This is an optimization exercise on Yosys and OpenROAD, whose aim is small area and a short achievable clock period, not a production implementation.
Function was checked by simulation only, so behaviour that the tests miss may differ from the original.

==> run E: inputs <==
Design risky, start of the top module:
module risky (
    input  logic        clk,
    input  logic        rst_n,
    output logic [31:0] imem_addr_o,
    output logic        imem_re_o,
    input  logic [31:0] imem_rdata_i,
    output logic [ 8:0] dmem_addr_o,
    output logic [ 3:0] dmem_wmask_o,
    output logic [31:0] dmem_wdata_o,
    input  logic [31:0] dmem_rdata_i,
    output logic        wb_we_o,
    output logic [ 4:0] wb_rd_o,
    output logic [31:0] wb_data_o
);
export LEC_CHECK = 0
export CAP_MARGIN = 20
export CORE_MARGIN = 2
export CORE_UTILIZATION = 40
export PLACE_DENSITY = 0.6
export SLEW_MARGIN = 20
export SYNTH_HIERARCHICAL = 1
create_clock -name core_clock -period 16.0 [get_ports {clk}]
standard.sh (not shown) runs the stock make flow with config.mk's settings and CLKGATE_MAP_FILE= SYNTH_SCRIPT=/design/flow/synth_recipe.tcl, a recipe that flattens the netlist after the stock synthesis.
==> flow/flow/run.sh <==
#!/bin/bash
# The standard layout (the standard.sh: ORFS synthesis through finish)
# with two changes to how the layout is made, none to what it is built for:
#  - the resizer's setup repair aims for 10 ns of slack instead of 0, so that
#    repair_timing keeps improving the worst paths past the 16 ns clock;
#  - the port buffers that buffer_ports inserts on every input and output are
#    buf_4 cells instead of the default delay-buffer choice.
set -euo pipefail
bash standard.sh SETUP_SLACK_MARGIN=10 "BUFFER_PORTS_ARGS=-buffer_cell sky130_fd_sc_hd__buf_4" finish \
  > standard_flow.log 2>&1
==> run K: changes against run E <==
--- a/flow/design.v
+++ b/flow/design.v
@@ -295,39 +295,41 @@
   assign fwd2 = s_m ? mval_n : (s_w ? m_val : rs2q);
   logic [31:0] sum;
   logic        cout;
   assign {cout, sum} = {1'b0, opa} + {1'b0, opb ^ {32{d_sub}}} + {32'd0, d_sub};
   logic ltu, lts, eq;
   assign ltu = ~cout;
   assign lts = ltu ^ opa[31] ^ opb[31];
   assign eq  = (opa == opb);
-  logic [31:0] sh_in, sh_out, sh_rev, lga_rev;
-  always_comb begin
-    for (int i = 0; i < 32; i++) lga_rev[i] = lga[31-i];
-    sh_in  = d_r_sll ? lga_rev : lga;
-    sh_out = sh_in >> lgb[4:0];
-    for (int i = 0; i < 32; i++) sh_rev[i] = sh_out[31-i];
-  end
+  logic [31:0] sll, srl;
+  assign sll = lga << lgb[4:0];
+  assign srl = (|lgb[31:5]) ? 32'd0 : (lga >> lgb[4:0]);
   logic [31:0] res;
   assign res = ({32{d_r_add}} & sum) |
                {31'd0, d_r_lt & (d_lt_s ? lts : ltu)} |
                ({32{d_r_xor}} & (lga ^ lgb)) |
                ({32{d_r_or}} & (lga | lgb)) |
                ({32{d_r_and}} & (lga & lgb)) |
-               ({32{d_r_sll}} & sh_rev) |
-               ({32{d_r_srl & ~(|lgb[31:5])}} & sh_out);
+               ({32{d_r_sll}} & sll) |
+               ({32{d_r_srl}} & srl);
   logic cond;
   assign cond  = d_f3[2] ? (((d_f3[1] ^ d_f3[0]) ? ltu : lts) ^ d_f3[0]) : (eq ^ d_f3[0]);
   assign taken = (d_br & cond) | d_jmp;
-  logic [31:0] sa;
-  always_ff @(posedge clk) begin
-    sa <= (aw_n ? mval_n : rd1) + imm;
-  end
-  assign stall = ls_pend & (sa == e_alu);
+  function automatic logic add_eq(input logic [31:0] a, input logic [31:0] b,
+                                  input logic [31:0] c);
+    logic [31:0] mj, t;
+    mj = (a & b) | ((a | b) & ~c);
+    t  = (a ^ b ^ c) ^ {mj[30:0], 1'b0};
+    add_eq = ~(|t);
+  endfunction
+  logic eq_w, eq_r;
+  assign eq_w  = add_eq(m_val, d_imm, e_alu);
+  assign eq_r  = add_eq(rs1q, d_imm, e_alu);
+  assign stall = ls_pend & (a_w ? eq_w : eq_r);
   always_ff @(posedge clk, negedge rst_n) begin
     if (!rst_n) begin
       e_rd      <= '0;
       e_re      <= 1'b0;
       e_we      <= 1'b0;
       e_wd      <= '0;
       e_uns     <= 1'b0;
       ls_pend   <= 1'b0;
==> flow/run.sh (new file) <==
#!/bin/bash
# synth_recipe.tcl (not shown) runs the flow's synth.tcl, then flattens the netlist and writes it again
# the make line also repeats each setting of config.mk as NAME=value (left out here)
make -C /OpenROAD-flow-scripts/flow DESIGN_CONFIG=/design/flow/config.mk WORK_HOME=/design/flow/orfs CLKGATE_MAP_FILE= SYNTH_SCRIPT=/design/flow/synth_recipe.tcl finish
removed: flow/flow/run.sh
removed: flow/standard.sh
==> results_dict.tcl <==
set metrics [dict create \
    status "finished clean" \
    syn_area_sq_mm 0.0683 \
    wl_um 324000 \
    rows 151 \
    critPathKind "reg -> reg" \
    layout.nets 6099 \
    route.met3.wl_um 36500 \
    drt-vias-per-instance 7.02 \
    place_congestion 1.09 \
    numCtsBuffers 158 \
]
(the above is from run E)
==> results_dict.tcl <==
set metrics [dict create \
    critPathKind "reg -> out" \
    drt-vias-per-instance 7.08 \
    layout.nets 5982 \
    place_congestion 1.01 \
    wl_um 311000 \
    route.met3.wl_um 37900 \
    numCtsBuffers 152 \
    status "finished clean" \
    rows 152 \
]
(the above is from run K)

## separate check: timing with driven ports
No port has a modelled driver above. Below, the same layouts with a new extraction and two added sets of constraints.
Step 1 sets driving cells, clkbuf_16 on the clock port and buf_2 on the other inputs (assumed; they add their load-dependent delay and slew).
Step 2 times the ports against the registers' clock, not the clock port: input delays grow and output delays shrink by t, the midpoint of the rising clock arrivals with the driver on.
Slacks: no drivers / after step 1 / after step 2; pairs: no drivers / after step 1.
run	t, ns	setup WS [ns]	hold WS [ns]
run E	0.909	9.707 / 9.707 / 8.919	0.349 / 0.349 / 0.349
run K	0.874	8.282 / 8.195 / 7.570	0.346 / 0.346 / 0.346
After both steps setup and hold are still met in every run listed. For run E, which loses most, drivers alone change the setup slack by 0.000 ns; drivers and shift together by -0.788 ns.
